What follows belongs to an exercise in optimizing a design on an open flow for small area and a short achievable clock period; a production flow would make more cautious choices. Function was checked by simulation only, so behaviour that the tests miss may differ from the original. Power and IR drop assume default switching activity.

==> flow/design.v <==
module SdOai22(input wire a1, a2, b1, b2, output wire y);
   assign y = ~((a1 | a2) & (b1 | b2));
endmodule
module SdNand4(input wire a, b, c, d, output wire y);
   assign y = ~(a & b & c & d);
endmodule
module SdNand2(input wire a, b, output wire y);
   assign y = ~(a & b);
endmodule
module SdNor4(input wire a, b, c, d, output wire y);
   assign y = ~(a | b | c | d);
endmodule
module SdNor3(input wire a, b, c, output wire y);
   assign y = ~(a | b | c);
endmodule
module SdNor2(input wire a, b, output wire y);
   assign y = ~(a | b);
endmodule
module SdNand3(input wire a, b, c, output wire y);
   assign y = ~(a & b & c);
endmodule
module SdAnd2(input wire a, b, output wire y);
   assign y = a & b;
endmodule
module SdInv(input wire a, output wire y);
   assign y = ~a;
endmodule
module SimpleRamDecode(
   input wire cs0_i,
   input wire [24:0] addr_i,
   input wire write_i,             
   input wire reset_i,             
   output wire inwin_o,
   output wire [31:0] wsel_o,
   output wire [31:0] rsel_n_o
);
   wire [4:0] g;
   SdNor4 g0(.a(cs0_i), .b(addr_i[24]), .c(addr_i[23]), .d(addr_i[22]), .y(g[0]));
   SdNor4 g1(.a(addr_i[21]), .b(addr_i[20]), .c(addr_i[19]), .d(addr_i[18]), .y(g[1]));
   SdNor4 g2(.a(addr_i[17]), .b(addr_i[16]), .c(addr_i[15]), .d(addr_i[14]), .y(g[2]));
   SdNor4 g3(.a(addr_i[12]), .b(addr_i[11]), .c(addr_i[10]), .d(addr_i[9]), .y(g[3]));
   SdNor3 g4(.a(addr_i[8]), .b(addr_i[7]), .c(addr_i[6]), .y(g[4]));
   wire h1, h2;
   SdNand3 h1g(.a(g[0]), .b(g[1]), .c(g[2]), .y(h1));
   SdNand3 h2g(.a(g[3]), .b(g[4]), .c(addr_i[13]), .y(h2));
   SdNor2 inw(.a(h1), .b(h2), .y(inwin_o));
   wire reset_n, wr, wr_n;         
   SdInv rinv(.a(reset_i), .y(reset_n));
   SdNor2 wrg(.a(reset_n), .b(write_i), .y(wr));
   SdInv wrinv(.a(wr), .y(wr_n));
   wire [5:1] an;
   genvar i;
   generate
      for (i = 1; i <= 5; i = i + 1) begin : ainv
         SdInv inv(.a(addr_i[i]), .y(an[i]));
      end
   endgenerate
   wire [7:0] d3n, pb, rb;
   generate
      for (i = 0; i < 8; i = i + 1) begin : pre3
         SdNand3 n(.a(i & 4 ? addr_i[5] : an[5]), .b(i & 2 ? addr_i[4] : an[4]),
                   .c(i & 1 ? addr_i[3] : an[3]), .y(d3n[i]));
         SdNor4 w(.a(h1), .b(h2), .c(wr_n), .d(d3n[i]), .y(pb[i]));
         SdInv r(.a(d3n[i]), .y(rb[i]));
      end
   endgenerate
   wire [3:0] pa, ra;
   generate
      for (i = 0; i < 4; i = i + 1) begin : pre2
         SdNor2 w(.a(i & 2 ? an[2] : addr_i[2]), .b(i & 1 ? an[1] : addr_i[1]), .y(pa[i]));
         SdNor3 r(.a(reset_n), .b(i & 2 ? an[2] : addr_i[2]), .c(i & 1 ? an[1] : addr_i[1]), .y(ra[i]));
      end
   endgenerate
   generate
      for (i = 0; i < 32; i = i + 1) begin : sel
         SdAnd2 w(.a(pa[i & 3]), .b(pb[i >> 2]), .y(wsel_o[i]));
         SdNand2 r(.a(ra[i & 3]), .b(rb[i >> 2]), .y(rsel_n_o[i]));
      end
   endgenerate
endmodule
module SimpleRam(
   input wire clk_i,
   input wire [31:0] wsel_i,       
   input wire rd_i,                
   input wire clr_i,               
   input wire [31:0] rsel_n_i,     
   input wire [15:0] data_i,
   output reg [15:0] data_o
);
   reg [15:0] storage[31:0];
   genvar w;
   generate
      for (w = 0; w < 32; w = w + 1) begin : wr
         always @ (posedge clk_i)
            if (wsel_i[w])
               storage[w] <= data_i;
      end
   endgenerate
   wire [15:0] word;
   genvar b, g;
   generate
      for (b = 0; b < 16; b = b + 1) begin : bits
         wire [31:0] col;
         wire [15:0] p;
         wire [7:0] q;
         wire [1:0] r;
         for (g = 0; g < 32; g = g + 1) begin : words
            assign col[g] = storage[g][b];
         end
         for (g = 0; g < 16; g = g + 1) begin : pairs
            SdOai22 oai(.a1(col[2*g]), .a2(rsel_n_i[2*g]), .b1(col[2*g+1]), .b2(rsel_n_i[2*g+1]),
                        .y(p[g]));
         end
         for (g = 0; g < 8; g = g + 1) begin : quads
            SdNor2 nor2(.a(p[2*g]), .b(p[2*g+1]), .y(q[g]));
         end
         SdNand4 n0(.a(q[0]), .b(q[1]), .c(q[2]), .d(q[3]), .y(r[0]));
         SdNand4 n1(.a(q[4]), .b(q[5]), .c(q[6]), .d(q[7]), .y(r[1]));
         SdNor3 clr(.a(r[0]), .b(r[1]), .c(clr_i), .y(word[b]));
      end
   endgenerate
   always @ (posedge clk_i)
   begin
      if (rd_i)
         data_o <= word;
   end
endmodule
`timescale 1ns / 1ps
module simple_debug(
   input wire [15:0] data_i,
   output wire [15:0] data_o,
   input wire [24:0] addr_i,
   input wire read_i,
   input wire write_i,
   input wire [1:0] cs_i,
   input wire clk_i,
   input wire reset_i,
   input wire irq_i,
   output wire irq_o,
   output wire [4:0] leds_o
);
   reg stage_1, stage_2, stage_3;
   reg [15:0] counter;
   reg [15:0] data_q;
   reg irq;
   reg led;
   wire chip_select = cs_i[0] & cs_i[1];
   wire [25:0] a = {cs_i[0], addr_i};
   wire ram_accessed;
   wire [31:0] wsel, rsel_n;
   SimpleRamDecode DEC(.cs0_i(cs_i[0]), .addr_i(addr_i), .write_i(write_i), .reset_i(reset_i),
                       .inwin_o(ram_accessed), .wsel_o(wsel), .rsel_n_o(rsel_n));
   wire clear_irq = (a == 26'h0);
   wire access = ~stage_2 & stage_3;
   wire [15:0] ram_d;
   SimpleRam RAM0(.clk_i(clk_i),
                  .wsel_i(wsel),
                  .rd_i(~reset_i | (~read_i & ram_accessed)),
                  .clr_i(~reset_i),
                  .rsel_n_i(rsel_n),
                  .data_i(data_i),
                  .data_o(ram_d));
   assign data_o = data_q;
   assign irq_o = irq;
   assign leds_o = {led, irq_i, counter[15], counter[0], 1'b1};
   always @ (posedge clk_i)
   begin
      if (!reset_i)
      begin
         counter <= 0;
         stage_3 <= 0;
         stage_2 <= 0;
         stage_1 <= 0;
         data_q <= 0;
         irq <= 0;
      end
      else
      begin
         if (&counter)
            irq <= 1;
         counter <= counter + 1;
         stage_3 <= stage_2;
         stage_2 <= stage_1;
         stage_1 <= chip_select;
         if (access)
         begin
            if (!read_i)
               data_q <= ram_accessed ? ram_d : (addr_i[15:0] | {15'b0, cs_i[0]});
            if (!write_i && !ram_accessed)
            begin
               if (clear_irq)
                  irq <= data_i[0];
               else
                  led <= data_i[0];
            end
         end
      end
   end
endmodule
==> flow/run.sh <==
#!/bin/bash
# synth_recipe.tcl (not shown) runs the flow's synth.tcl, then flattens the netlist and writes it again
# the make line also repeats each setting of config.mk as NAME=value (left out here)
make -C /OpenROAD-flow-scripts/flow DESIGN_CONFIG=/design/flow/config.mk WORK_HOME=/design/flow/orfs CLKGATE_MAP_FILE= SYNTH_SCRIPT=/design/flow/synth_recipe.tcl finish
==> flow/config.mk <==
export PLATFORM = sky130hd
export DESIGN_NAME = simple_debug
export DESIGN_NICKNAME = simple_debug
export VERILOG_FILES = /design/flow/design.v
export SDC_FILE = /design/flow/constraint.sdc
export NUM_CORES = 4
export LEC_CHECK = 0
export CAP_MARGIN = 20
export CORE_MARGIN = 2
export CORE_UTILIZATION = 40
export CTS_CLUSTER_DIAMETER = 100
export CTS_CLUSTER_SIZE = 24
export PLACE_DENSITY = 0.75
export SETUP_SLACK_MARGIN = 1.2
export SLEW_MARGIN = 20
export SYNTH_HIERARCHICAL = 1
==> flow/constraint.sdc <==
create_clock -name core_clock -period 3.0 [get_ports {clk_i}]
set_input_delay 0.6000 -clock core_clock [delete_from_list [all_inputs] [get_ports {clk_i}]]
set_output_delay 0.6000 -clock core_clock [all_outputs]
set_load 0.01 [all_outputs]
==> results of run 1 <==
per-layer routing:
layer,share of wire,up-vias
met1,0.37,6571
met4,0.037,4
met3,0.12,133
met2,0.47,890
met5,0.00046,-
li1,-,5572
state kept, by name, indices dropped and copies added (netlist names):
register	cells
RAM0.data_o	16
RAM0.storage	512
counter	16
data_q	16
irq	1
led	1
stage_1	1
stage_2	1
stage_3	1
stage by stage:
step / instances / instance area (µm²)
2_1_floorplan: 1255 / 20800
3_3_place_gp: 2075 / 23200
3_5_place_dp: 2075 / 23200
4_1_cts: 2169 / 25100
5_1_grt: 2181 / 25400
6_report: 2181 / 25400
Yosys stat by module, one instance, submodules excluded, a selection:
module | flip-flops and latches | cells | cell area [µm²]
SdNor2 | 0 | 1 | 3.75
simple_debug | 37 | 183 | 1670
SdAnd2 | 0 | 1 | 6.26
SdNand2 | 0 | 1 | 3.75
SimpleRam | 528 | 528 | 15900
SdInv | 0 | 1 | 3.75
worst paths after layout:
path                                       endpoint  slack (ps)  depth (start not counted)
worst max-delay path            RAM0.storage[0][13]        1130                          7
worst min-delay path                     data_q[12]         350                          3
worst max register to register                  irq        1290                          5
worst min register to register           counter[0]         450                          1
cells in the mapped netlist, types with 2 or more instances:
master	n
nor4_2	12
a21oi_1	5
and2_1	36
clkbuf_1	6
buf_4	5
dfxtp_1	36
nand3_1	14
a211oi_1	15
nor4_1	8
edfxtp_1	529
nand2_1	39
nor2_1	161
or3_2	2
or3_1	3
mux2i_1	16
o22ai_1	256
xor2_1	3
xnor2_1	6
inv_1	21
nor3_2	21
nand4_1	36
o21ai_0	7
cell type report:
class	instances	area share
repair buffers	178	0.0789
well taps	680	0.0335
clock inverters	1	0.000640
flip-flops and latches	565	0.654
clock buffers	48	0.0297
multi-input cells	688	0.199
inverters	21	0.00394
power by group through the flow:
stage          Clock [mW]  Combinational (mW)  Sequential (mW)
3_5_place_dp            0               0.543             8.83
3_3_place_gp            0               0.531             8.83
6_report             4.05               0.611             8.65
2_1_floorplan           0               0.152             8.82
4_1_cts              4.05               0.586             8.65
5_1_grt              4.30               0.631             8.65
worst max-delay path, delay by kind of cell:
family / cells / cell delay [ps]
buffers and inverters: 3 / 510
AND/OR/NAND/NOR: 4 / 1040
kinds of logic (layout without fill, tap and decap cells):
| kind of cell | Yosys count | count (layout) |
|---|---|---|
| xor gates and xnor gates | 9 | 9 |
| AOI/OAI and AO/OA | 287 | 287 |
| muxes | 16 | 16 |
| and+or+nand+nor | 342 | 374 |
| buffers and inverters | 34 | 248 |
| other | 1 | 1 |
| adders and majority gates | 1 | 1 |
| DFF | 565 | 565 |
timing repair:
| item | 4_1_cts | 5_1_grt |
|---|---|---|
| gates resized for setup | 325 | 78 |
| endpoints found under the setup margin | 582 | 576 |
| buffers inserted | 11 | 7 |
| gates cloned | 34 | 5 |
| pin swaps | 49 | 35 |
==> results.cfg, run 1 <==
[logic_synthesis]
netlist_instances = 1255
synth_top_area_cell = edfxtp_1
synth_top_family_by_area = compound AO/OA/AOI/OAI gates
synth_area_per_cell_um2 = 16.4
async_flop_share = 0
synth_edf_count = 529
synth_area_um2 = 20600
synth_top_area_share = 0.770
synth_top_flop_cell = edfxtp_1
yosys.area_share.simple = 0.0874
ys_ff_latch = 565
synth.distinct_cells = 40
synthXorXnorAreaFrac = 0.00382
yosysSeqAreaShare = 0.805
yosysWarnings = 9
synth.area.mux_share = 0.00777
synth-compound-area-share = 0.0877
synthesis.nets = 1304
synthAdderAreaFrac = 0.000607
synthTopCellsByArea = edfxtp_1 (77%), o22ai_1 (7.8%), dfxtp_1 (3.5%), nor2_1 (2.9%), and2_1 (1.1%)

[setup_path]
path_class = in2reg
startpoint = addr_i[23]
cp_cell_sequence = buf_2 > nor4_4 > nand3_4 > buf_12 > nor4_4 > buf_6 > and2_4
start_kind = input port
arrival_ps = 2170
rr_startpoint = counter[0]
crit_slowest_cell = nor4_4
endpoint_kind = register
crit_required_ps = 3290
max_stage_delay_ps = 360
cp_max_fo = 8
cp_common_cell = nor4_4

[global_route]
grt_pass1_vias = 12600
use_met3 = 0.0324
gr-total-overflow = 0
grt_use_met2 = 0.348
grt_use_met1 = 0.289
gr-max-usage-layer = met2
grt_use_total = 0.211
grt_pass1_wl_mm = 82.7
antenna_found_initial = 2
grt_max_degree = 35

[flow_run]
cap_violations = 0

[floorplan]
die_area_um2 = 53400
core_um2 = 51100
start_util = 0.404
io_pins = 70
fp.dieW_um = 231
die_height_um = 231
num_rows = 83

[pwr]
p_sw_mw = 2.77
pwr-share-comb = 0.046
p_int_mw = 10.5
swShare = 0.208
clockPowerShare = 0.305
pwr-share-seq = 0.650
power_mw = 13.3
ir_worst_vdd_mv = 0.421
cellPowerDensity_nw_per_um2 = 524
p_leak_nw = 8.15

[route]
routedWlPerCell_um = 26.7
vias_per_cell = 6.04
drt_iter0_drc = 2018
antenna_left = 0
drc = 0
vias = 13200
dr.pass1.iters = 5
drt_wl_total_mm = 58.3

[finish]
num-fill-cells = 4050
finish.utilization = 0.497
area_delta_synth_final_pct = 23.2
layout_commonest_cell = edfxtp_1
antenna_cells = 0
drive_gt1_frac = 0.282
multi_input_area_um2 = 5070
final-seq-area_um2 = 16600
final_cell_mix = edfxtp_1 (529), o22ai_1 (205), nor2_1 (123), and2_4 (63), buf_4 (59)
nNetsFinal = 1530

[clock_network]
cts_tree = built
clockBufferDepth = 3
htreeDepth = 1
numClockSinks = 565
hold_buffers = 0
cts.clk_slew.worst_paths_ps = 100
insertion_delay_ps = 590
numCtsBuffers = 27
ctsRootBufferMaster = clkbuf_16

[timing]
maxSlewViolCount = 0
fin_ws_ps = 1130
relSlewSlack = 0.642
rsz0062_at_grt = true
period_minus_slack_ps = 1870
finalClockSkew_ps = 17.5
max_freq_mhz = 534
setup_tns_ps = 0
setup_viol = 0
hold_slack_ps = 345
worstMarginPinSlew_ps = 536
period_share = 0.625
finalHoldViolations = 0

[placed_design]
port_buffers = 66
hpwl_mm = 34.1
pre_cts_ws_ps = 12.1
globalplace.congestion = 0.890

[min_path]
hp-class = in2reg
hp-start = addr_i[12]

[outcome]
status = finished clean
==> run 2: changes to the inputs <==
--- a/flow/config.mk
+++ b/flow/config.mk
@@ -10,7 +10,7 @@
 export CORE_UTILIZATION = 40
 export CTS_CLUSTER_DIAMETER = 100
 export CTS_CLUSTER_SIZE = 24
-export PLACE_DENSITY = 0.75
+export PLACE_DENSITY = 0.88
 export SETUP_SLACK_MARGIN = 1.2
 export SLEW_MARGIN = 20
 export SYNTH_HIERARCHICAL = 1
==> run 2 against run 1 <==
Compared with the run above:
- still clean
- sequential share of layout area grew 0.44 points
- clock power is essentially flat
- non-clock buffer count down 10
- fmax down 9.5%
- worst setup slack lost 200 ps
- sequential power barely moved
- synthesized cell count is the same
- synthesized area unchanged
- cell count is 0.46% lower
- routed wire length increased by 5.6%
==> results.cfg, run 2 <==
[timing]
relSlewSlack = 0.609
period_share = 0.690
setup_viol = 0
setup_tns_ps = 0
max_freq_mhz = 483
maxSlewViolCount = 0
rsz0062_at_grt = true
period_minus_slack_ps = 2070
worstMarginPinSlew_ps = 584
finalClockSkew_ps = 18.7
finalHoldViolations = 0

[route]
antenna_left = 0
drc = 0
drt_iter0_drc = 2747
vias_per_cell = 6.36
dr.pass1.iters = 6
drt_wl_total_mm = 61.5
routedWlPerCell_um = 28.3
vias = 13800

[logic_synthesis]
synth_top_flop_cell = edfxtp_1
synth.distinct_cells = 40
yosysSeqAreaShare = 0.805
ys_top_cells_by_count = edfxtp_1 (529), o22ai_1 (256), nor2_1 (161)
synthesis.nets = 1304
synth_top_area_share = 0.770
synth.most_common_cell = edfxtp_1
synth_area_um2 = 20600
async_flop_share = 0
synth_edf_count = 529
synthTopCellsByArea = edfxtp_1 (77%), o22ai_1 (7.8%), dfxtp_1 (3.5%), nor2_1 (2.9%), and2_1 (1.1%)
netlist_instances = 1255
synth_top_area_cell = edfxtp_1
synth_area_per_cell_um2 = 16.4
ys_ff_latch = 565
yosysWarnings = 9

[clock_network]
cts_tree = built
ctsRootBufferMaster = clkbuf_16
insertion_delay_ps = 590
numClockSinks = 565
clockBufferDepth = 3
numCtsBuffers = 27
cts.clk_slew.worst_paths_ps = 100
htreeDepth = 1

[placed_design]
port_buffers = 66
globalplace.congestion = 0.977
hpwl_mm = 34.1
dp.cells = 2068

[setup_path]
cp_max_fo = 16
path_class = in2reg
start_kind = input port
crit_required_ps = 3410
endpoint_kind = register
arrival_ps = 2490

[floorplan]
start_util = 0.404
fp.dieW_um = 231
io_pins = 70
die_height_um = 231
num_rows = 83
die_area_um2 = 53400
core_um2 = 51100

[min_path]
hp-class = in2reg

[global_route]
grt_pass1_wl_mm = 84.2
antenna_found_initial = 0
gr-total-overflow = 0
grt_max_degree = 33
grt_pass1_vias = 13200
grt_use_total = 0.214

[finish]
num-fill-cells = 3930
antenna_cells = 0
final_cell_mix = edfxtp_1 (529), o22ai_1 (195), nor2_1 (128), and2_4 (61), o22ai_2 (52)
drive_gt1_frac = 0.281
layout_commonest_cell = edfxtp_1
area_delta_synth_final_pct = 22.4
largest_register = RAM0.storage
finish.utilization = 0.494
nNetsFinal = 1520
fin_cells = 2171
largest_register_ffs = 512

[pwr]
ir_worst_vdd_mv = 0.422
cellPowerDensity_nw_per_um2 = 529
p_leak_nw = 7.99

[outcome]
status = finished clean

[flow_run]
cap_violations = 0
run 2: layer usage:
metal / vias to the layer above / track usage / wire length, µm / share of wire
met5: - / 0 / 0 / 0
met1: 6671 / 0.266 / 20400 / 0.33
li1: 5541 / - / - / -
met2: 1281 / 0.353 / 28700 / 0.47
met3: 304 / 0.0395 / 8130 / 0.13
met4: 0 / 0.124 / 4240 / 0.069
run 2: through the flow:
stage / power, mW / area, µm² / setup WS (ps) / hold WS, ps
6_report: 13.3 / 25200 / 930 / 385
3_3_place_gp: 9.34 / 23100 / 17.6 / 431
5_1_grt: 13.6 / 25200 / 953 / 426
3_5_place_dp: 9.36 / 23100 / 20.1 / 429
2_1_floorplan: 8.97 / 20800 / 741 / 412
4_1_cts: 13.2 / 24600 / 1110 / 385
run 2: what timing repair did:
item                                   CTS  global route
hold buffers                             0             0
cloned                                  30             6
pin swaps                               37            43
endpoints found under the hold margin    0             0
gates resized for setup                258           158
setup endpoints to repair              582           571
buffers inserted                         9             9
run 2: final timing paths:
kind	from	cells after the start	to	slack [ps]
max	addr_i[2]	10	RAM0.data_o[10]	930
min	addr_i[10]	3	data_q[10]	380
max reg2reg	counter[7]	4	counter[11]	1280
min reg2reg	stage_1	1	stage_2	460
run 2: final cells by class:
class                   instances  area [µm²]  area share
clock buffers                  48         754      0.0299
clock inverters                 1        16.3    0.000644
inverters                      21        97.6     0.00387
multi-input cells             688        5060       0.200
flip-flops and latches        565       16600       0.658
well taps                     680         851      0.0337
repair buffers                168        1840      0.0731
run 2: cells by family (layout without fill, tap and decap cells):
group / count (synthesis) / in the layout / synth area share
compound gates: 287 / 287 / 0.0877
xor+xnor: 9 / 9 / 0.00382
fa+ha+maj: 1 / 1 / 0.000607
buf+inv: 34 / 238 / 0.00716
flops: 565 / 565 / 0.805
mux: 16 / 16 / 0.00777
other cells: 1 / 1 / 0.000182
simple gates: 342 / 374 / 0.0874
run 2: modules after synthesis, one instance, submodules excluded, excerpt:
module	cell area, µm²	cells	times used
SimpleRam	15900	528	1
SdAnd2	6.26	1	32
SdInv	3.75	1	15
SdNand2	3.75	1	32
SdOai22	6.26	1	256
simple_debug	1670	183	1
SdNor4	12.5	1	12
SdNor2	3.75	1	134
SdNand3	5.00	1	10
SdNand4	6.26	1	32
SdNor3	10.0	1	21
run 2: power breakdown:
group	leakage (nW)	switching, mW	internal [mW]	total [mW]
logic	2.56	0.438	0.184	0.622
clock network	0.364	2.35	1.73	4.08
registers	5.06	0.0226	8.62	8.65
total	7.99	2.81	10.5	13.3
run 2: critical path, stage by stage:
cell	delay (ps)
buf_2	180
buf_6	160
nor3_4	50
buf_6	150
nand2_1	120
buf_12	200
o22ai_4	110
nor2_2	170
nand4_1	390
nor3_2	350
==> run 3: changes to the inputs <==
--- a/flow/config.mk
+++ b/flow/config.mk
@@ -10,7 +10,6 @@
 export CORE_UTILIZATION = 40
 export CTS_CLUSTER_DIAMETER = 100
 export CTS_CLUSTER_SIZE = 24
-export PLACE_DENSITY = 0.88
 export SETUP_SLACK_MARGIN = 1.2
 export SLEW_MARGIN = 20
 export SYNTH_HIERARCHICAL = 1
==> run 3 against run 2 <==
Compared with the run above:
- still clean on timing, DRC and antenna
- routed wire length down 1.8%
- worst setup slack improved by 170 ps
- sequential share of layout area decreased by 2.7 points
- register-to-register slack improved by 20 ps
- non-clock buffer count increased by 56
- die area is the same
- clock-buffer cell count unchanged
- total power is 0.42% higher
- sequential cell count is the same
- sequential power about the same
- critical path type unchanged
==> results.cfg, run 3 <==
[logic_synthesis]
synth_edf_count = 529
synthesis.nets = 1304
synth.distinct_cells = 40
synth_top_flop_cell = edfxtp_1
synth_top_area_cell = edfxtp_1
synth.most_common_cell = edfxtp_1
netlist_instances = 1255
synthTopCellsByArea = edfxtp_1 (77%), o22ai_1 (7.8%), dfxtp_1 (3.5%), nor2_1 (2.9%), and2_1 (1.1%)
synth_top_area_share = 0.770
async_flop_share = 0
yosysSeqAreaShare = 0.805
synth_area_um2 = 20600
synth_area_per_cell_um2 = 16.4
yosysWarnings = 9
ys_top_cells_by_count = edfxtp_1 (529), o22ai_1 (256), nor2_1 (161)
ys_ff_latch = 565

[floorplan]
num_rows = 83
core_um2 = 51100
io_pins = 70
die_area_um2 = 53400
die_height_um = 231
fp.dieW_um = 231
start_util = 0.404

[finish]
antenna_cells = 0
drive_gt1_frac = 0.334
largest_register_ffs = 512
largest_register = RAM0.storage
area_delta_synth_final_pct = 27.8
nNetsFinal = 1572
fin_cells = 2223
finish.utilization = 0.516
final_cell_mix = edfxtp_1 (529), o22ai_1 (180), nor2_1 (113), buf_4 (88), and2_4 (60)
layout_commonest_cell = edfxtp_1
design_area_um2 = 26400

[route]
dr.pass1.iters = 5
vias = 13000
vias_per_cell = 5.84
antenna_left = 0
routedWlPerCell_um = 27.2
drc = 0
drt_iter0_drc = 1498
drt_wl_total_mm = 60.4

[timing]
setup_viol = 0
max_freq_mhz = 527
hold_slack_ps = 385
relSlewSlack = 0.640
maxSlewViolCount = 0
setup_tns_ps = 0
period_minus_slack_ps = 1900
rsz0062_at_grt = true
period_share = 0.633
finalHoldViolations = 0
worstMarginPinSlew_ps = 540
finalClockSkew_ps = 15.7

[clock_network]
clockBufferDepth = 3
cts.clk_slew.worst_paths_ps = 100
ctsRootBufferMaster = clkbuf_16
numClockSinks = 565
insertion_delay_ps = 590
cts_tree = built
htreeDepth = 1
numCtsBuffers = 27
hold_buffers = 0

[global_route]
grt_use_total = 0.222
grt_pass1_wl_mm = 85.6
antenna_found_initial = 0
grt_max_degree = 35
grt_pass1_vias = 12600
gr-total-overflow = 0

[placed_design]
dp.cells = 2106
hpwl_mm = 35.5
port_buffers = 66
globalplace.congestion = 0.855
place_area_um2 = 23500

[outcome]
status = finished clean

[min_path]
hp-class = in2reg

[pwr]
cellPowerDensity_nw_per_um2 = 509
p_leak_nw = 8.48
ir_worst_vdd_mv = 0.410

[flow_run]
cap_violations = 0

[setup_path]
arrival_ps = 2230
start_kind = input port
cp_max_fo = 8
path_class = in2reg
endpoint_kind = register
crit_required_ps = 3340
## run 3: cell counts after synthesis
No cell type changed its count.
## run 3: worst max-delay path, stage by stage
cell and delay [ps]:
buf_8 110, buf_6 120, nor3_4 200, buf_6 150, buf_8 140, buf_12 110
nand2_8 70, buf_16 160, o22ai_2 130, nor2_1 60, buf_4 150, nand4_1 150
nor3_2 70
## run 3: area by class of cell
cell class              instances  area, µm²
clock buffers                  48        754
clock inverters                 1       16.3
fillers                      4150      24700
inverters                      21        103
multi-input cells             684       5460
flip-flops and latches        565      16600
well taps                     680        851
repair buffers                224       2540
## run 3: metal layers
metal | up-vias | track usage | wire [µm]
li1 | 5649 | - | -
met1 | 6599 | 0.314 | 24700
met2 | 653 | 0.358 | 28700
met3 | 79 | 0.0341 | 5310
met4 | 0 | 0.0647 | 1660
met5 | - | 0 | 0
## run 3: logic make-up after synthesis
| logic type | Yosys count | share of synthesized area |
|---|---|---|
| AND/OR/NAND/NOR | 342 | 0.0874 |
| flip-flops | 565 | 0.805 |
| multiplexers | 16 | 0.00777 |
| XOR/XNOR | 9 | 0.00382 |
| buffers and inverters | 34 | 0.00716 |
| other | 1 | 0.000182 |
| AO/OA/AOI/OAI | 287 | 0.0877 |
| adder cells (fa/ha/maj) | 1 | 0.000607 |
## run 3: final timing paths
path,from,endpoint,slack [ps],cells after the start
setup / recovery,addr_i[2],RAM0.data_o[3],1100,13
hold / removal,addr_i[6],data_q[6],380,3
setup reg to reg,counter[4],counter[15],1300,4
hold reg to reg,stage_1,stage_2,450,1
## run 3: through the flow
step           power (mW)  worst slack (ps)
2_1_floorplan        8.97               741
3_3_place_gp         9.39              -162
6_report             13.4              1100
3_5_place_dp         9.40              -184
4_1_cts              13.4              1080
5_1_grt              13.7              1070
## run 3: per-module statistics from Yosys, one instance, submodules excluded, excerpt
module	flip-flops and latches	area, µm²	times used	cells
SdNor2	0	3.75	134	1
SdNand3	0	5.00	10	1
simple_debug	37	1670	1	183
SdNor4	0	12.5	12	1
SdOai22	0	6.26	256	1
SdNand2	0	3.75	32	1
SdNor3	0	10.0	21	1
SdNand4	0	6.26	32	1
SdInv	0	3.75	15	1
SdAnd2	0	6.26	32	1
SimpleRam	528	15900	1	528
## run 3: what timing repair did
item	4_1_cts	5_1_grt
buffers inserted	15	15
resized for setup	371	140
setup endpoints to repair	582	512
gates cloned	35	3
pin swaps	69	64
## run 3: power breakdown
group | leakage (nW) | internal, mW | switching (mW)
clock network | 0.364 | 1.73 | 2.36
registers | 5.07 | 8.62 | 0.0169
logic | 3.05 | 0.227 | 0.447
==> run 4: changes to the inputs <==
--- a/flow/config.mk
+++ b/flow/config.mk
@@ -7,9 +7,10 @@
 export LEC_CHECK = 0
 export CAP_MARGIN = 20
 export CORE_MARGIN = 2
-export CORE_UTILIZATION = 40
+export CORE_UTILIZATION = 55
 export CTS_CLUSTER_DIAMETER = 100
 export CTS_CLUSTER_SIZE = 24
+export PLACE_DENSITY = 0.8
 export SETUP_SLACK_MARGIN = 1.2
 export SLEW_MARGIN = 20
 export SYNTH_HIERARCHICAL = 1
==> run 4 against run 3 <==
Compared with the run above:
- total power hardly changed
- sequential power hardly changed
- synthesized area stayed put
- synthesized cell count stayed put
- critical path depth is 2 lower
- via count is 7.2% higher
- fmax is 3.0% lower
- largest cell class unchanged
- routed wire length is 2.1% higher
- clock power hardly changed
- sequential share of layout area is 1.3 points higher
- worst hold slack worse by 100 ps
- cell count is 10% lower
- critical endpoint is now RAM0.data_o[14]
- highest routed layer unchanged
==> results.cfg, run 4 <==
[global_route]
grt_pass1_vias = 12800
grt_use_total = 0.298
gr-total-overflow = 0
antenna_found_initial = 0
grt_max_degree = 39
grt_pass1_wl_mm = 83.8

[placed_design]
globalplace.congestion = 0.932
pre_cts_ws_ps = 14.1
hpwl_mm = 33.0
dp.cells = 1857
port_buffers = 66

[pwr]
p_sw_mw = 2.84
pwr-share-seq = 0.645
p_leak_nw = 8.41
ir_worst_vdd_mv = 0.402
p_int_mw = 10.6
power_mw = 13.4
swShare = 0.212
pwr-share-comb = 0.050
cellPowerDensity_nw_per_um2 = 519
clockPowerShare = 0.305

[setup_path]
cp_max_fo = 8
arrival_ps = 2310
path_class = in2reg
crit_required_ps = 3350
start_kind = input port
max_stage_delay_ps = 250
reg2reg_depth = 5
r2r-end = irq
crit_slowest_cell = o22ai_1
cp_cell_sequence = buf_8 > buf_8 > nor3_4 > buf_6 > buf_4 > nand2_4 > clkbuf_16 > o22ai_1 > nor2_1 > nand4_1 > nor3_2
endpoint_kind = register
rr_startpoint = counter[1]
startpoint = addr_i[2]
worst-r2r-setup-slack_ps = 1200
cp_common_cell = buf_8

[route]
vias = 13900
dr.pass1.iters = 6
routedWlPerCell_um = 31.0
drt_wl_total_mm = 61.7
drt_iter0_drc = 2595
drc = 0
vias_per_cell = 6.98
antenna_left = 0

[timing]
worstMarginPinSlew_ps = 588
max_freq_mhz = 511
rsz0062_at_grt = true
finalClockSkew_ps = 27.9
setup_tns_ps = 0
period_minus_slack_ps = 1960
period_share = 0.652
relSlewSlack = 0.607
fin_ws_ps = 1040
maxSlewViolCount = 0
setup_viol = 0
finalHoldViolations = 0

[finish]
largest_register_ffs = 512
multi_input_area_um2 = 5230
layout_commonest_cell = edfxtp_1
nNetsFinal = 1554
fin_cells = 1992
final_cell_mix = edfxtp_1 (529), o22ai_1 (194), nor2_1 (133), and2_4 (64), buf_4 (63)
largest_register = RAM0.storage
antenna_cells = 0
finish.utilization = 0.701
area_delta_synth_final_pct = 25.1
final-seq-area_um2 = 16600
drive_gt1_frac = 0.298
num-fill-cells = 2069

[logic_synthesis]
synth_top_area_cell = edfxtp_1
async_flop_share = 0
synthesis.nets = 1304
synth.most_common_cell = edfxtp_1
synth.distinct_cells = 40
synthTopCellsByArea = edfxtp_1 (77%), o22ai_1 (7.8%), dfxtp_1 (3.5%), nor2_1 (2.9%), and2_1 (1.1%)
synth_top_flop_cell = edfxtp_1
synth_area_um2 = 20600
netlist_instances = 1255
synth_edf_count = 529
ys_ff_latch = 565
ys_top_cells_by_count = edfxtp_1 (529), o22ai_1 (256), nor2_1 (161)
yosysWarnings = 9
synth_top_area_share = 0.770
yosysSeqAreaShare = 0.805
synth_area_per_cell_um2 = 16.4

[clock_network]
cts_tree = built
hold_buffers = 0
htreeDepth = 1
numClockSinks = 565
ctsRootBufferMaster = clkbuf_16
numCtsBuffers = 27
clockBufferDepth = 3
insertion_delay_ps = 590
cts.clk_slew.worst_paths_ps = 110

[outcome]
status = finished clean

[min_path]
hp-class = in2reg
hp-start = cs_i[0]
whs_endpoint = stage_1
worstHoldPathCells = 2

[floorplan]
num_rows = 70
start_util = 0.561
io_pins = 70
die_height_um = 198
core_um2 = 36800
die_area_um2 = 39100
fp.dieW_um = 198

[flow_run]
cap_violations = 0
-- run 4: cell count changes in the layout (fill, tap and decap cells not counted), sizes merged --
cell	change
and2	+4
bufbuf	+1
buf	-29
clkbuf	+7
clkinvlp	+1
clkinv	-1
clkdlybuf4s15	-2
-- run 4: power groups by stage --
stage	sequential, mW	clock [mW]	combinational [mW]
3_5_place_dp	8.82	0	0.539
4_1_cts	8.64	4.00	0.580
3_3_place_gp	8.82	0	0.524
2_1_floorplan	8.82	0	0.152
5_1_grt	8.64	4.28	0.677
6_report	8.64	4.09	0.666
-- run 4: cell type report --
class | instances | share of cell area
timing repair buffer | 202 | 0.0967
clock buffer | 47 | 0.0291
tap | 468 | 0.0227
sequential | 565 | 0.644
multi-input combinational | 688 | 0.203
clock inverter | 1 | 0.000630
inverter | 21 | 0.00432
-- run 4: worst max path at each step --
| stage | cells after the start | slack [ps] | end |
|---|---|---|---|
| 4_1_cts | 10 | 1170 | RAM0.data_o[12] |
| 6_report | 11 | 1040 | RAM0.data_o[14] |
| 2_1_floorplan | 7 | 740 | RAM0.data_o[0] |
| 5_1_grt | 10 | 1040 | RAM0.data_o[3] |
| 3_5_place_dp | 11 | 10 | RAM0.data_o[10] |
| 3_3_place_gp | 5 | 70 | RAM0.storage[28][3] |
-- run 4: cells by family after synthesis --
group / count (synthesis) / synth area share
adders and majority gates: 1 / 0.000607
DFF: 565 / 0.805
other: 1 / 0.000182
muxes: 16 / 0.00777
and+or+nand+nor: 342 / 0.0874
buffers and inverters: 34 / 0.00716
xor gates and xnor gates: 9 / 0.00382
AOI/OAI and AO/OA: 287 / 0.0877
-- run 4: metrics by stage --
stage / hold WS [ps] / area, µm²
4_1_cts: 320 / 24900
5_1_grt: 288 / 25800
2_1_floorplan: 412 / 20800
3_3_place_gp: 417 / 23000
6_report: 281 / 25800
3_5_place_dp: 444 / 23000
-- run 4: metal layers --
| metal | track usage | up-vias | wire (µm) |
|---|---|---|---|
| met5 | 0 | - | 0 |
| met4 | 0.0919 | 0 | 2600 |
| met3 | 0.0621 | 206 | 8910 |
| met2 | 0.482 | 1289 | 29400 |
| met1 | 0.412 | 6792 | 20800 |
| li1 | - | 5622 | - |
-- run 4: worst max-delay path: cells and delay by family --
kind,cells,cell delay (ps)
and+or+nand+nor,5,760
AOI/OAI and AO/OA,1,250
buffers and inverters,5,680
-- run 4: per-module statistics from Yosys, one instance, submodules excluded, excerpt --
module	cells	cell area, µm²	flip-flops and latches	copies in the design
simple_debug	183	1670	37	1
SdInv	1	3.75	0	15
SdNor2	1	3.75	0	134
SdNand2	1	3.75	0	32
SdOai22	1	6.26	0	256
SdAnd2	1	6.26	0	32
SdNor3	1	10.0	0	21
SdNand4	1	6.26	0	32
SdNand3	1	5.00	0	10
SdNor4	1	12.5	0	12
SimpleRam	528	15900	528	1
-- run 4: timing repair --
action / CTS / global route
buffers inserted: 15 / 26
gates cloned: 39 / 7
pin swaps: 43 / 51
endpoints found under the setup margin: 582 / 545
gates resized for setup: 304 / 151
==> run 5: changes to the inputs <==
--- a/flow/design.v
+++ b/flow/design.v
@@ -19,8 +19,8 @@
 module SdNand3(input wire a, b, c, output wire y);
    assign y = ~(a & b & c);
 endmodule
-module SdAnd2(input wire a, b, output wire y);
-   assign y = a & b;
+module SdAnd3(input wire a, b, c, output wire y);
+   assign y = a & b & c;
 endmodule
 module SdInv(input wire a, output wire y);
    assign y = ~a;
@@ -60,7 +60,7 @@
       for (i = 0; i < 8; i = i + 1) begin : pre3
          SdNand3 n(.a(i & 4 ? addr_i[5] : an[5]), .b(i & 2 ? addr_i[4] : an[4]),
                    .c(i & 1 ? addr_i[3] : an[3]), .y(d3n[i]));
-         SdNor4 w(.a(h1), .b(h2), .c(wr_n), .d(d3n[i]), .y(pb[i]));
+         SdNor2 w(.a(wr_n), .b(d3n[i]), .y(pb[i]));
          SdInv r(.a(d3n[i]), .y(rb[i]));
       end
    endgenerate
@@ -73,7 +73,7 @@
    endgenerate
    generate
       for (i = 0; i < 32; i = i + 1) begin : sel
-         SdAnd2 w(.a(pa[i & 3]), .b(pb[i >> 2]), .y(wsel_o[i]));
+         SdAnd3 w(.a(pa[i & 3]), .b(pb[i >> 2]), .c(inwin_o), .y(wsel_o[i]));
          SdNand2 r(.a(ra[i & 3]), .b(rb[i >> 2]), .y(rsel_n_o[i]));
       end
    endgenerate
--- a/flow/config.mk
+++ b/flow/config.mk
@@ -7,10 +7,10 @@
 export LEC_CHECK = 0
 export CAP_MARGIN = 20
 export CORE_MARGIN = 2
-export CORE_UTILIZATION = 55
+export CORE_UTILIZATION = 40
 export CTS_CLUSTER_DIAMETER = 100
 export CTS_CLUSTER_SIZE = 24
-export PLACE_DENSITY = 0.8
+export PLACE_DENSITY = 0.75
 export SETUP_SLACK_MARGIN = 1.2
 export SLEW_MARGIN = 20
 export SYNTH_HIERARCHICAL = 1
==> run 5 against run 4 <==
Compared with the run above:
- global-route usage down 7.6 points
- cell area up 5.0%
- sequential power about the same
- core utilization down 17 points
- routed wire length up 4.6%
- total power up 0.90%
- sequential share of layout area down 3.0 points
- via count up 1.6%
- cell count up 13%
- largest power group unchanged
- synthesized cell count unchanged
- clock-buffer cell count up 1
- largest cell class unchanged
- critical path depth unchanged
- highest routed layer is now met5
==> results.cfg, run 5 <==
[setup_path]
worst-r2r-setup-slack_ps = 1290
max_stage_delay_ps = 290
crit_required_ps = 3330
path_class = in2reg
endpoint_kind = register
crit_slowest_cell = nand4_1
cp_cell_sequence = buf_8 > clkinvlp_4 > buf_12 > nor3_4 > buf_12 > buf_4 > nand2_8 > o22ai_1 > nor2_1 > nand4_1 > nor3_4
arrival_ps = 2440
start_kind = input port
cp_max_fo = 16

[route]
drt_iter0_drc = 2054
vias_per_cell = 6.27
vias = 14100
routedWlPerCell_um = 28.6
antenna_left = 0
drc = 0
drt_wl_total_mm = 64.5
dr.pass1.iters = 6

[logic_synthesis]
synth_area_um2 = 20500
synth.distinct_cells = 40
yosys.area_share.simple = 0.0843
synth.area.mux_share = 0.00779
synth_area_per_cell_um2 = 16.4
ys_ff_latch = 565
ys_top_cells_by_count = edfxtp_1 (529), o22ai_1 (256), nor2_1 (169)
netlist_instances = 1255
synth.most_common_cell = edfxtp_1
synthAdderAreaFrac = 0.000609
synthXorXnorAreaFrac = 0.00384
synth_edf_count = 529
synth_top_area_cell = edfxtp_1
yosysSeqAreaShare = 0.808
yosysWarnings = 9
synthTopCellsByArea = edfxtp_1 (77%), o22ai_1 (7.8%), dfxtp_1 (3.5%), nor2_1 (3.1%), nand4_1 (1.1%)
synthesis.nets = 1304
synth-compound-area-share = 0.0880
synth_top_flop_cell = edfxtp_1
synth_top_area_share = 0.773
async_flop_share = 0
synth_top_family_by_area = compound AO/OA/AOI/OAI gates

[timing]
period_share = 0.705
setup_viol = 0
period_minus_slack_ps = 2120
relSlewSlack = 0.593
max_freq_mhz = 473
finalClockSkew_ps = 41.2
rsz0062_at_grt = true
finalHoldViolations = 0
maxSlewViolCount = 0
setup_tns_ps = 0
worstMarginPinSlew_ps = 609

[finish]
final_cell_mix = edfxtp_1 (529), o22ai_1 (171), nor2_1 (115), buf_4 (100), o22ai_2 (66)
largest_register_ffs = 512
largest_register = RAM0.storage
drive_gt1_frac = 0.362
layout_commonest_cell = edfxtp_1
area_delta_synth_final_pct = 31.8
nNetsFinal = 1601

[global_route]
grt_pass1_wl_mm = 87.4
grt_pass1_vias = 13200
antenna_found_initial = 3
grt_max_degree = 33
gr-total-overflow = 0
grt_use_total = 0.222

[clock_network]
hold_buffers = 0
ctsRootBufferMaster = clkbuf_16
numCtsBuffers = 27
numClockSinks = 565
clockBufferDepth = 3
cts.clk_slew.worst_paths_ps = 90
htreeDepth = 1
cts_tree = built
insertion_delay_ps = 620

[floorplan]
core_um2 = 51100
fp.dieW_um = 231
die_height_um = 231
start_util = 0.402
die_area_um2 = 53200
io_pins = 70
num_rows = 83

[flow_run]
cap_violations = 0

[pwr]
clockPowerShare = 0.309
swShare = 0.217
p_leak_nw = 8.58
pwr-share-comb = 0.052
pwr-share-seq = 0.640
power_mw = 13.5
p_sw_mw = 2.93
p_int_mw = 10.6
cellPowerDensity_nw_per_um2 = 499
ir_worst_vdd_mv = 0.325

[outcome]
status = finished clean

[placed_design]
port_buffers = 66
hpwl_mm = 33.2
globalplace.congestion = 0.873

[min_path]
hp-class = in2reg
==> run 5: changes by cell type after synthesis <==
| cell | previous run | this run |
|---|---|---|
| and2_1 | 36 | 4 |
| and3_1 | 1 | 33 |
| nor2_1 | 161 | 169 |
| nor4_2 | 12 | 4 |
==> run 5: metrics by stage <==
stage          setup WS (ps)  std cells  instance area, µm²  hold slack, ps  utilization
5_1_grt                  820       2254               27100             308        0.530
3_5_place_dp            -136       2079               23100             429        0.452
2_1_floorplan            600       1255               20800             412            -
4_1_cts                 1000       2215               26100             304        0.512
6_report                 885       2255               27100             316        0.530
3_3_place_gp           -78.3       2079               23100             431        0.452
==> run 5: worst max-delay path, delay by kind of cell <==
family                 cells  cell delay, ps
AOI/OAI and AO/OA          1             250
buffers and inverters      5             780
and+or+nand+nor            5             810
==> run 5: cells by family after synthesis <==
logic type / Yosys count
multiplexers: 16
buffers and inverters: 34
other: 1
AND/OR/NAND/NOR: 342
flip-flops: 565
XOR/XNOR: 9
AO/OA/AOI/OAI: 287
adder cells (fa/ha/maj): 1
==> run 5: layer usage <==
layer | track usage | up-vias | share of wire
met5 | 0 | - | 0.00020
met4 | 0.0881 | 2 | 0.058
met3 | 0.0353 | 239 | 0.12
met2 | 0.381 | 1174 | 0.49
met1 | 0.282 | 6969 | 0.34
li1 | - | 5746 | -
==> run 5: repair_timing <==
action / in CTS / in global routing
setup buffers: 51 / 32
pin swaps: 112 / 75
cloned: 35 / 6
setup endpoints to repair: 581 / 547
gates resized for setup: 423 / 170
==> run 5: cell type report <==
type | count | area (µm²)
sequential | 565 | 16600
clock inverter | 2 | 25.0
timing repair buffer | 255 | 2960
fill | 3744 | 24000
antenna | 2 | 5.00
clock buffer | 48 | 754
multi-input combinational | 682 | 5740
tap | 680 | 851
inverter | 21 | 125
==> run 5: Yosys stat by module (local to each module, per instance), a selection <==
module        cell area (µm²)  flops+latches  times used
SdOai22                  6.26              0         256
SdNor2                   3.75              0         142
SdNor3                   10.0              0          21
SdInv                    3.75              0          15
SdNor4                   12.5              0           4
simple_debug             1670             37           1
SdAnd3                   6.26              0          32
SdNand3                  5.00              0          10
==> run 5: final timing paths <==
kind | startpoint | depth (start not counted) | end
max | reset_i | 11 | RAM0.data_o[4]
min | cs_i[0] | 2 | stage_1
max reg2reg | counter[0] | 5 | irq
min reg2reg | stage_1 | 1 | stage_2
==> run 5: power groups by stage <==
| stage | clock, mW | combinational (mW) | sequential, mW |
|---|---|---|---|
| final | 4.17 | 0.700 | 8.65 |
| after global routing | 4.38 | 0.717 | 8.65 |
| after CTS | 4.09 | 0.610 | 8.64 |
| after detailed placement | 0 | 0.525 | 8.82 |
| after global placement | 0 | 0.509 | 8.82 |
| after floorplan | 0 | 0.158 | 8.82 |
==> run 6: changes to the inputs <==
--- a/flow/config.mk
+++ b/flow/config.mk
@@ -10,7 +10,7 @@
 export CORE_UTILIZATION = 40
 export CTS_CLUSTER_DIAMETER = 100
 export CTS_CLUSTER_SIZE = 24
-export PLACE_DENSITY = 0.75
+export PLACE_DENSITY = 0.68
 export SETUP_SLACK_MARGIN = 1.2
 export SLEW_MARGIN = 20
 export SYNTH_HIERARCHICAL = 1
==> run 6 against run 5 <==
Compared with the run above:
- clock-buffer cell count unchanged
- sequential power barely moved
- die area did not move
- routed wire length fell by 14%
- clock power fell by 3%
- combinational power down 9.9%
- register-to-register slack about the same
- critical path depth shrank 1
==> results.cfg, run 6 <==
[setup_path]
path_class = in2reg
crit_slowest_cell = nand4_1
arrival_ps = 2270
endpoint_kind = register
cp_cell_sequence = buf_2 > inv_4 > nor3_4 > buf_12 > nand2_2 > buf_12 > o22ai_1 > nor2_1 > nand4_1 > nor3_2
cp_max_fo = 14
crit_required_ps = 3460
max_stage_delay_ps = 300
start_kind = input port
cp_common_cell = buf_12

[clock_network]
cts_tree = built
numCtsBuffers = 27
cts.clk_slew.worst_paths_ps = 100
insertion_delay_ps = 610
hold_buffers = 0
htreeDepth = 1
clockBufferDepth = 3
ctsRootBufferMaster = clkbuf_16
numClockSinks = 565

[logic_synthesis]
yosysWarnings = 9
ys_top_cells_by_count = edfxtp_1 (529), o22ai_1 (256), nor2_1 (169)
netlist_instances = 1255
synth_top_area_share = 0.773
synthXorXnorAreaFrac = 0.00384
synth_top_area_cell = edfxtp_1
ys_ff_latch = 565
yosys.area_share.simple = 0.0843
synth-compound-area-share = 0.0880
synthTopCellsByArea = edfxtp_1 (77%), o22ai_1 (7.8%), dfxtp_1 (3.5%), nor2_1 (3.1%), nand4_1 (1.1%)
synth_area_per_cell_um2 = 16.4
synthAdderAreaFrac = 0.000609
synth_top_family_by_area = compound AO/OA/AOI/OAI gates
synth.area.mux_share = 0.00779
synth.distinct_cells = 40
synthesis.nets = 1304
synth_area_um2 = 20500
yosysSeqAreaShare = 0.808
async_flop_share = 0
synth.most_common_cell = edfxtp_1
synth_top_flop_cell = edfxtp_1
synth_edf_count = 529

[timing]
hold_slack_ps = 307
maxSlewViolCount = 0
period_share = 0.601
rsz0062_at_grt = true
worstMarginPinSlew_ps = 517
setup_viol = 0
finalHoldViolations = 0
finalClockSkew_ps = 38.8
period_minus_slack_ps = 1800
relSlewSlack = 0.655
max_freq_mhz = 555

[placed_design]
hpwl_mm = 33.2
dp.cells = 2090
port_buffers = 66
globalplace.congestion = 0.864
place_area_um2 = 23200

[pwr]
cellPowerDensity_nw_per_um2 = 519
ir_worst_vdd_mv = 0.548
power_mw = 13.3
p_leak_nw = 8.18

[finish]
largest_register = RAM0.storage
antenna_cells = 0
layout_commonest_cell = edfxtp_1
fin_cells = 2208
final_cell_mix = edfxtp_1 (529), o22ai_1 (218), nor2_1 (133), buf_4 (98), and3_4 (42)
nNetsFinal = 1556
largest_register_ffs = 512
design_area_um2 = 25700
drive_gt1_frac = 0.298
area_delta_synth_final_pct = 25.1

[route]
routedWlPerCell_um = 25.1
antenna_left = 0
vias_per_cell = 5.83
vias = 12900
drc = 0
dr.pass1.iters = 5
drt_iter0_drc = 1580
drt_wl_total_mm = 55.5

[global_route]
grt_pass1_vias = 12600
grt_max_degree = 47
grt_use_total = 0.205
antenna_found_initial = 0
grt_pass1_wl_mm = 81.5
gr-total-overflow = 0

[floorplan]
fp.dieW_um = 231
io_pins = 70
core_um2 = 51100
die_area_um2 = 53200
num_rows = 83
die_height_um = 231
start_util = 0.402

[flow_run]
cap_violations = 0

[min_path]
hp-class = in2reg

[outcome]
status = finished clean
==> run 6: cell counts after synthesis <==
Identical to the previous run, type by type.
==> run 6: final cells by class <==
type | count | area, µm²
Clock buffer | 48 | 754
Clock inverter | 2 | 25.0
Fill cell | 4152 | 25400
Inverter | 21 | 130
Multi-Input combinational cell | 676 | 5070
Sequential cell | 565 | 16600
Tap cell | 680 | 851
Timing Repair Buffer | 216 | 2250
==> run 6: cells by family (layout without fill, tap and decap cells) <==
logic type,after synthesis,count (layout)
buffers and inverters,34,287
xor gates and xnor gates,9,9
AOI/OAI and AO/OA,287,287
other,1,1
muxes,16,16
adders and majority gates,1,1
DFF,565,565
and+or+nand+nor,342,362
==> run 6: final timing paths <==
kind,from,endpoint,slack (ps),cells after the start
worst min-delay path,cs_i[0],stage_1,310,2
worst max-delay path,reset_i,RAM0.data_o[7],1200,10
worst min register to register,counter[0],counter[0],450,1
worst max register to register,counter[2],counter[11],1280,4
==> run 6: report_power, final <==
group,switching [mW],leakage (nW),total (mW),internal [mW]
clock network,2.33,0.369,4.06,1.73
registers,0.0210,5.07,8.65,8.62
logic,0.427,2.75,0.631,0.204
total,2.78,8.18,13.3,10.6
==> run 6: repair_timing <==
action,in CTS,in global routing
pin swaps,70,28
resized for setup,359,70
gates cloned,25,4
setup endpoints to repair,572,308
setup buffers,25,14
==> run 6: routing by layer <==
metal	global-route usage	wire, µm	vias up
met1	0.291	22600	6464
li1	-	-	5642
met2	0.332	26300	696
met4	0.0593	1440	0
met3	0.0258	5120	74
met5	0	0	-
==> run 6: worst max-delay path: cells and delay by family <==
family | cells | cell delay (ps)
AO/OA/AOI/OAI | 1 | 80
AND/OR/NAND/NOR | 5 | 1000
buffers and inverters | 4 | 560
==> run 6: Yosys stat by module, one instance, submodules excluded, a selection <==
module | cells | flops+latches | times used
SdNor4 | 1 | 0 | 4
SdAnd3 | 1 | 0 | 32
SdInv | 1 | 0 | 15
SdNand4 | 1 | 0 | 32
simple_debug | 183 | 37 | 1
SimpleRam | 528 | 528 | 1
SdNand2 | 1 | 0 | 32
SdNor3 | 1 | 0 | 21
SdNand3 | 1 | 0 | 10
SdOai22 | 1 | 0 | 256
SdNor2 | 1 | 0 | 142
==> run 6: per-stage QoR <==
| step | util | worst slack, ps | TNS [ps] |
|---|---|---|---|
| 2_1_floorplan | - | 600 | 0 |
| 3_3_place_gp | 0.454 | -47.4 | -114 |
| 3_5_place_dp | 0.454 | -76.1 | -155 |
| 4_1_cts | 0.495 | 1130 | 0 |
| 5_1_grt | 0.503 | 1160 | 0 |
| 6_report | 0.503 | 1200 | 0 |
==> run 7: changes to the inputs <==
--- a/flow/design.v
+++ b/flow/design.v
@@ -64,17 +64,16 @@
          SdInv r(.a(d3n[i]), .y(rb[i]));
       end
    endgenerate
-   wire [3:0] pa, ra;
+   wire [3:0] pa;
    generate
       for (i = 0; i < 4; i = i + 1) begin : pre2
          SdNor2 w(.a(i & 2 ? an[2] : addr_i[2]), .b(i & 1 ? an[1] : addr_i[1]), .y(pa[i]));
-         SdNor3 r(.a(reset_n), .b(i & 2 ? an[2] : addr_i[2]), .c(i & 1 ? an[1] : addr_i[1]), .y(ra[i]));
       end
    endgenerate
    generate
       for (i = 0; i < 32; i = i + 1) begin : sel
          SdAnd3 w(.a(pa[i & 3]), .b(pb[i >> 2]), .c(inwin_o), .y(wsel_o[i]));
-         SdNand2 r(.a(ra[i & 3]), .b(rb[i >> 2]), .y(rsel_n_o[i]));
+         SdNand2 r(.a(pa[i & 3]), .b(rb[i >> 2]), .y(rsel_n_o[i]));
       end
    endgenerate
 endmodule
==> run 7 against run 6 <==
Compared with the run above:
- still clean
- sequential cell count unchanged
- fmax shrank 2.7%
- synthesized area shrank 0.19%
- worst hold slack worse by 17 ps
- total power up 1.2%
- cell area up 0.81%
- largest cell class unchanged
==> results.cfg, run 7 <==
[outcome]
status = finished clean

[logic_synthesis]
synth_edf_count = 529
yosysSeqAreaShare = 0.810
netlist_instances = 1251
synthesis.nets = 1300
synth_top_area_cell = edfxtp_1
synthTopCellsByArea = edfxtp_1 (77%), o22ai_1 (7.8%), dfxtp_1 (3.5%), nor2_1 (3.1%), nand4_1 (1.1%)
ys_top_cells_by_count = edfxtp_1 (529), o22ai_1 (256), nor2_1 (169)
synth_area_um2 = 20500
async_flop_share = 0
synth.distinct_cells = 40
synth_area_per_cell_um2 = 16.4
synth.most_common_cell = edfxtp_1
ys_ff_latch = 565
synth_top_area_share = 0.775
synth_top_flop_cell = edfxtp_1
yosysWarnings = 9

[floorplan]
io_pins = 70
die_height_um = 230
core_um2 = 50400
die_area_um2 = 53100
fp.dieW_um = 230
num_rows = 82
start_util = 0.407

[min_path]
whs_endpoint = stage_1
hp-start = cs_i[0]
worstHoldPathCells = 2
hp-class = in2reg

[clock_network]
htreeDepth = 1
clockBufferDepth = 3
numCtsBuffers = 27
ctsRootBufferMaster = clkbuf_16
numClockSinks = 565
cts.clk_slew.worst_paths_ps = 100
insertion_delay_ps = 590
cts_tree = built

[route]
vias = 13300
routedWlPerCell_um = 26.9
antenna_left = 0
drt_wl_total_mm = 59.6
vias_per_cell = 5.98
drt_iter0_drc = 1803
dr.pass1.iters = 6
drc = 0

[timing]
worstMarginPinSlew_ps = 603
finalHoldViolations = 0
period_minus_slack_ps = 1850
max_freq_mhz = 540
period_share = 0.617
finalClockSkew_ps = 13.6
setup_viol = 0
relSlewSlack = 0.597
maxSlewViolCount = 0
rsz0062_at_grt = true

[setup_path]
worst-r2r-setup-slack_ps = 1260
rr_startpoint = counter[1]
cp_common_cell = inv_4
arrival_ps = 2290
reg2reg_depth = 5
cp_cell_sequence = buf_2 > inv_4 > nand3_4 > inv_4 > nand2_4 > buf_12 > o22ai_1 > nor2_1 > nand4_1 > nor3_2
endpoint_kind = register
crit_slowest_cell = nor2_1
max_stage_delay_ps = 310
start_kind = input port
crit_required_ps = 3440
cp_max_fo = 7
r2r-end = irq
path_class = in2reg

[flow_run]
cap_violations = 0

[global_route]
antenna_found_initial = 1
grt_use_total = 0.216
gr-total-overflow = 0
grt_pass1_vias = 12800
grt_max_degree = 33
grt_pass1_wl_mm = 84.9

[pwr]
ir_worst_vdd_mv = 0.448
p_leak_nw = 8.33
cellPowerDensity_nw_per_um2 = 521
power_mw = 13.5

[placed_design]
dp.cells = 2074
port_buffers = 66
globalplace.congestion = 0.837
hpwl_mm = 33.4

[finish]
fin_cells = 2220
largest_register = RAM0.storage
drive_gt1_frac = 0.290
largest_register_ffs = 512
area_delta_synth_final_pct = 26.4
final_cell_mix = edfxtp_1 (529), o22ai_1 (246), nor2_1 (131), buf_4 (103), buf_12 (50)
layout_commonest_cell = edfxtp_1
antenna_cells = 0
nNetsFinal = 1577
-- run 7: cell types whose count changed after synthesis --
cell    change
nor3_2      -4
-- run 7: area by class of cell --
cell class	instances	area, µm²
Inverter	21	111
Timing Repair Buffer	241	2830
Sequential cell	565	16600
Clock inverter	1	16.3
Clock buffer	48	754
Fill cell	3939	24500
Multi-Input combinational cell	672	4740
Tap cell	672	841
-- run 7: per-stage QoR --
step	TNS, ps	hold WS, ps	instance area, µm²	utilization	worst slack [ps]
floorplan	0	412	20700	-	600
global placement	-64.2	427	23200	0.461	-36.3
detailed placement	-259	432	23200	0.461	-104
CTS	0	305	25500	0.506	1140
global route	0	280	25900	0.514	1110
finish	0	290	25900	0.514	1150
-- run 7: power by group --
part | switching (mW) | total [mW] | internal (mW)
combinational | 0.494 | 0.761 | 0.266
sequential | 0.0211 | 8.65 | 8.63
clock | 2.36 | 4.08 | 1.73
total | 2.88 | 13.5 | 10.6
-- run 7: how the worst max path moves through the flow --
| stage | startpoint | end | slack, ps | depth (start not counted) |
|---|---|---|---|---|
| floorplan | addr_i[20] | RAM0.data_o[0] | 600 | 7 |
| global placement | addr_i[5] | RAM0.data_o[0] | -40 | 10 |
| detailed placement | addr_i[5] | RAM0.data_o[10] | -100 | 10 |
| CTS | irq | irq_o | 1140 | 1 |
| global route | addr_i[16] | RAM0.storage[19][14] | 1110 | 9 |
| finish | addr_i[5] | RAM0.data_o[11] | 1150 | 10 |
-- run 7: modules after synthesis (local to each module, per instance), excerpt --
module        area [µm²]  times used  flip-flops and latches
SdNor3              10.0          17                       0
SdAnd3              6.26          32                       0
SdNand3             5.00          10                       0
SdNor4              12.5           4                       0
SdNor2              3.75         142                       0
SdNand2             3.75          32                       0
SdOai22             6.26         256                       0
SimpleRam          15900           1                     528
simple_debug        1670           1                      37
SdNand4             6.26          32                       0
SdInv               3.75          15                       0
-- run 7: cell families (layout without fill, tap and decap cells) --
family                     Yosys count  count (layout)  synth area share
xor gates and xnor gates             9               9           0.00384
adders and majority gates            1               1          0.000610
DFF                                565             565             0.810
AOI/OAI and AO/OA                  287             287            0.0882
muxes                               16              16           0.00781
and+or+nand+nor                    338             358            0.0825
other                                1               1          0.000183
buffers and inverters               34             311           0.00720
-- run 7: worst max-delay path: cells and delay by family --
kind | cells | cell delay, ps
AOI/OAI and AO/OA | 1 | 100
and+or+nand+nor | 5 | 1020
buffers and inverters | 4 | 540
-- run 7: metal layers --
layer | wire length, µm | vias to the layer above | track usage | part of all wire
met5 | 0 | - | 0 | 0
met4 | 1560 | 0 | 0.0621 | 0.026
met2 | 28400 | 851 | 0.347 | 0.48
li1 | - | 5686 | - | -
met3 | 6880 | 99 | 0.0375 | 0.12
met1 | 22800 | 6634 | 0.303 | 0.38
-- run 7: timing repair --
action                                  CTS  global route
gates resized for setup                 329            79
gates cloned                             27             7
endpoints found under the setup margin  575           448
hold buffers                              0             0
setup buffers                            44            19
pin swaps                                54            37
==> run 8: changes to the inputs <==
--- a/flow/config.mk
+++ b/flow/config.mk
@@ -10,7 +10,7 @@
 export CORE_UTILIZATION = 40
 export CTS_CLUSTER_DIAMETER = 100
 export CTS_CLUSTER_SIZE = 24
-export PLACE_DENSITY = 0.68
+export PLACE_DENSITY = 0.75
 export SETUP_SLACK_MARGIN = 1.2
 export SLEW_MARGIN = 20
 export SYNTH_HIERARCHICAL = 1
==> run 8 against run 7 <==
Compared with the run above:
- synthesized cell count stayed put
- non-clock buffer count down 36
- combinational power shrank 6.2%
- clock power is 1% lower
- highest routed layer unchanged
==> results.cfg, run 8 <==
[outcome]
status = finished clean

[global_route]
gr-total-overflow = 0
grt_pass1_wl_mm = 81.7
grt_max_degree = 39
grt_pass1_vias = 12700
grt_use_total = 0.206
antenna_found_initial = 1

[timing]
finalHoldViolations = 0
fin_ws_ps = 1130
period_share = 0.624
setup_viol = 0
max_freq_mhz = 535
setup_tns_ps = 0
period_minus_slack_ps = 1870
finalClockSkew_ps = 23.2
maxSlewViolCount = 0
rsz0062_at_grt = true
worstMarginPinSlew_ps = 503
relSlewSlack = 0.664

[logic_synthesis]
synth_top_area_cell = edfxtp_1
synth_area_um2 = 20500
yosysSeqAreaShare = 0.810
ys_top_cells_by_count = edfxtp_1 (529), o22ai_1 (256), nor2_1 (169)
synthTopCellsByArea = edfxtp_1 (77%), o22ai_1 (7.8%), dfxtp_1 (3.5%), nor2_1 (3.1%), nand4_1 (1.1%)
async_flop_share = 0
synth_top_flop_cell = edfxtp_1
synth_area_per_cell_um2 = 16.4
synthesis.nets = 1300
synth.distinct_cells = 40
synth.most_common_cell = edfxtp_1
ys_ff_latch = 565
netlist_instances = 1251
synth_top_area_share = 0.775
synth_edf_count = 529
yosysWarnings = 9

[floorplan]
start_util = 0.407
die_area_um2 = 53100
core_um2 = 50400
die_height_um = 230
fp.dieW_um = 230
num_rows = 82
io_pins = 70

[clock_network]
cts_tree = built
cts.clk_slew.worst_paths_ps = 100
ctsRootBufferMaster = clkbuf_16
htreeDepth = 1
numClockSinks = 565
clockBufferDepth = 3
numCtsBuffers = 27
insertion_delay_ps = 580

[pwr]
p_leak_nw = 8.14
cellPowerDensity_nw_per_um2 = 526
ir_worst_vdd_mv = 0.344
power_mw = 13.4

[finish]
largest_register = RAM0.storage
num-fill-cells = 3926
largest_register_ffs = 512
drive_gt1_frac = 0.270
design_area_um2 = 25500
layout_commonest_cell = edfxtp_1
final-seq-area_um2 = 16600
finish.utilization = 0.506
area_delta_synth_final_pct = 24.2
final_cell_mix = edfxtp_1 (529), o22ai_1 (240), nor2_1 (125), buf_4 (74), buf_12 (40)
multi_input_area_um2 = 4720
nNetsFinal = 1539

[route]
vias_per_cell = 5.96
vias = 13000
drc = 0
antenna_left = 0
dr.pass1.iters = 5
routedWlPerCell_um = 26.0
drt_iter0_drc = 1896
drt_wl_total_mm = 56.8

[setup_path]
arrival_ps = 2220
cp_max_fo = 16
worst-r2r-setup-slack_ps = 1310
path_class = in2reg
start_kind = input port
crit_required_ps = 3350
endpoint_kind = register

[flow_run]
cap_violations = 0

[placed_design]
port_buffers = 66
hpwl_mm = 32.3
place_area_um2 = 23200
globalplace.congestion = 0.921
pre_cts_ws_ps = 58.0

[min_path]
hp-class = in2reg
run 8: cell type report:
class / count / area share
Multi-Input combinational cell: 670 / 0.185
Antenna cell: 1 / 0.0000982
Clock inverter: 1 / 0.000639
Timing Repair Buffer: 205 / 0.0949
Tap cell: 672 / 0.0330
Sequential cell: 565 / 0.652
Clock buffer: 47 / 0.0295
Inverter: 21 / 0.00418
run 8: power breakdown:
| part | switching, mW | total, mW | internal [mW] |
|---|---|---|---|
| combinational | 0.470 | 0.714 | 0.245 |
| clock | 2.32 | 4.04 | 1.72 |
| sequential | 0.0320 | 8.66 | 8.63 |
| total | 2.82 | 13.4 | 10.6 |
run 8: modules after synthesis (local to each module, per instance), a selection:
| module | cell area [µm²] | cells inside |
|---|---|---|
| SimpleRam | 15900 | 528 |
| simple_debug | 1670 | 183 |
| SdNor4 | 12.5 | 1 |
| SdNor3 | 10.0 | 1 |
| SdAnd3 | 6.26 | 1 |
| SdNand4 | 6.26 | 1 |
| SdOai22 | 6.26 | 1 |
| SdNand3 | 5.00 | 1 |
| SdInv | 3.75 | 1 |
| SdNand2 | 3.75 | 1 |
| SdNor2 | 3.75 | 1 |
run 8: cell families after synthesis:
family                     Yosys count  synth area share
buffers and inverters               34           0.00720
AOI/OAI and AO/OA                  287            0.0882
and+or+nand+nor                    338            0.0825
muxes                               16           0.00781
DFF                                565             0.810
xor gates and xnor gates             9           0.00384
other                                1          0.000183
adders and majority gates            1          0.000610
run 8: critical path: stages:
cell and delay (ps):
clkbuf_4 150, buf_4 150, nor2_4 140, buf_6 130
buf_16 140, buf_4 180, nand2_8 130, o22ai_2 210
nor2_1 60, nand4_1 250, nor3_2 80
run 8: worst paths after layout:
kind / from / endpoint / depth (start not counted)
worst min register to register: stage_1 / stage_2 / 1
worst max register to register: counter[7] / counter[15] / 4
worst max-delay path: addr_i[2] / RAM0.data_o[7] / 11
worst min-delay path: cs_i[0] / stage_1 / 2
run 8: layer usage:
metal / up-vias / GRT usage / share of wire
met3: 131 / 0.0293 / 0.11
met1: 6404 / 0.278 / 0.37
li1: 5598 / - / -
met4: 0 / 0.0863 / 0.044
met5: - / 0 / 0
met2: 865 / 0.337 / 0.48
run 8: repair_timing:
action                                 in CTS  in global routing
gates resized for setup                   294                 82
setup endpoints to repair                 578                387
setup buffers                              24                 14
pin swaps                                  56                 38
hold buffers                                0                  0
endpoints found under the hold margin       0                  0
cloned                                     27                  5
run 8: per-stage QoR:
step	std cells	hold slack [ps]
after global placement	2063	426
final	2182	351
after CTS	2162	372
after global routing	2181	341
after detailed placement	2063	455
after floorplan	1251	412

-- separate check: timing with driven ports --
In the flow no input, the clock included, has a driving cell. The finished layouts below were timed again as built, in two steps. Step 1 (the two cells are an assumption about what drives the block):
set clk [get_ports {clk_i}]
set_driving_cell -lib_cell sky130_fd_sc_hd__clkbuf_16 $clk
set_driving_cell -lib_cell sky130_fd_sc_hd__buf_2 [delete_from_list [all_inputs] $clk]
Step 2 times the ports against the registers' clock, not the clock port: input delays grow and output delays shrink by t, the midpoint of the rising clock arrivals with the driver on. Three values: ideal ports, drivers, drivers and shift; two values: the first two.
| run | t (ns) | slack for setup (ns) | clock arrival spread, ns | pins driven straight from the clock port |
|---|---|---|---|---|
| run 1 | 0.635 | 1.126 / 1.137 / 0.502 | 0.017 / 0.018 | 1 |
| run 2 | 0.643 | 0.930 / 0.943 / 0.301 | 0.026 / 0.025 | 1 |
| run 3 | 0.639 | 1.102 / 1.119 / 0.480 | 0.019 / 0.018 | 1 |
| run 4 | 0.634 | 1.044 / 1.059 / 0.425 | 0.028 / 0.028 | 1 |
| run 5 | 0.661 | 0.885 / 0.889 / 0.228 | 0.042 / 0.042 | 1 |
| run 6 | 0.643 | 1.198 / 1.163 / 0.567 | 0.039 / 0.039 | 1 |
| run 7 | 0.645 | 1.148 / 1.158 / 0.512 | 0.016 / 0.017 | 1 |
| run 8 | 0.633 | 1.129 / 1.162 / 0.528 | 0.026 / 0.025 | 1 |
After both steps setup and hold are still met in every run listed. For run 5, which loses most, drivers alone change the setup slack by +0.004 ns; drivers and shift together by -0.657 ns.
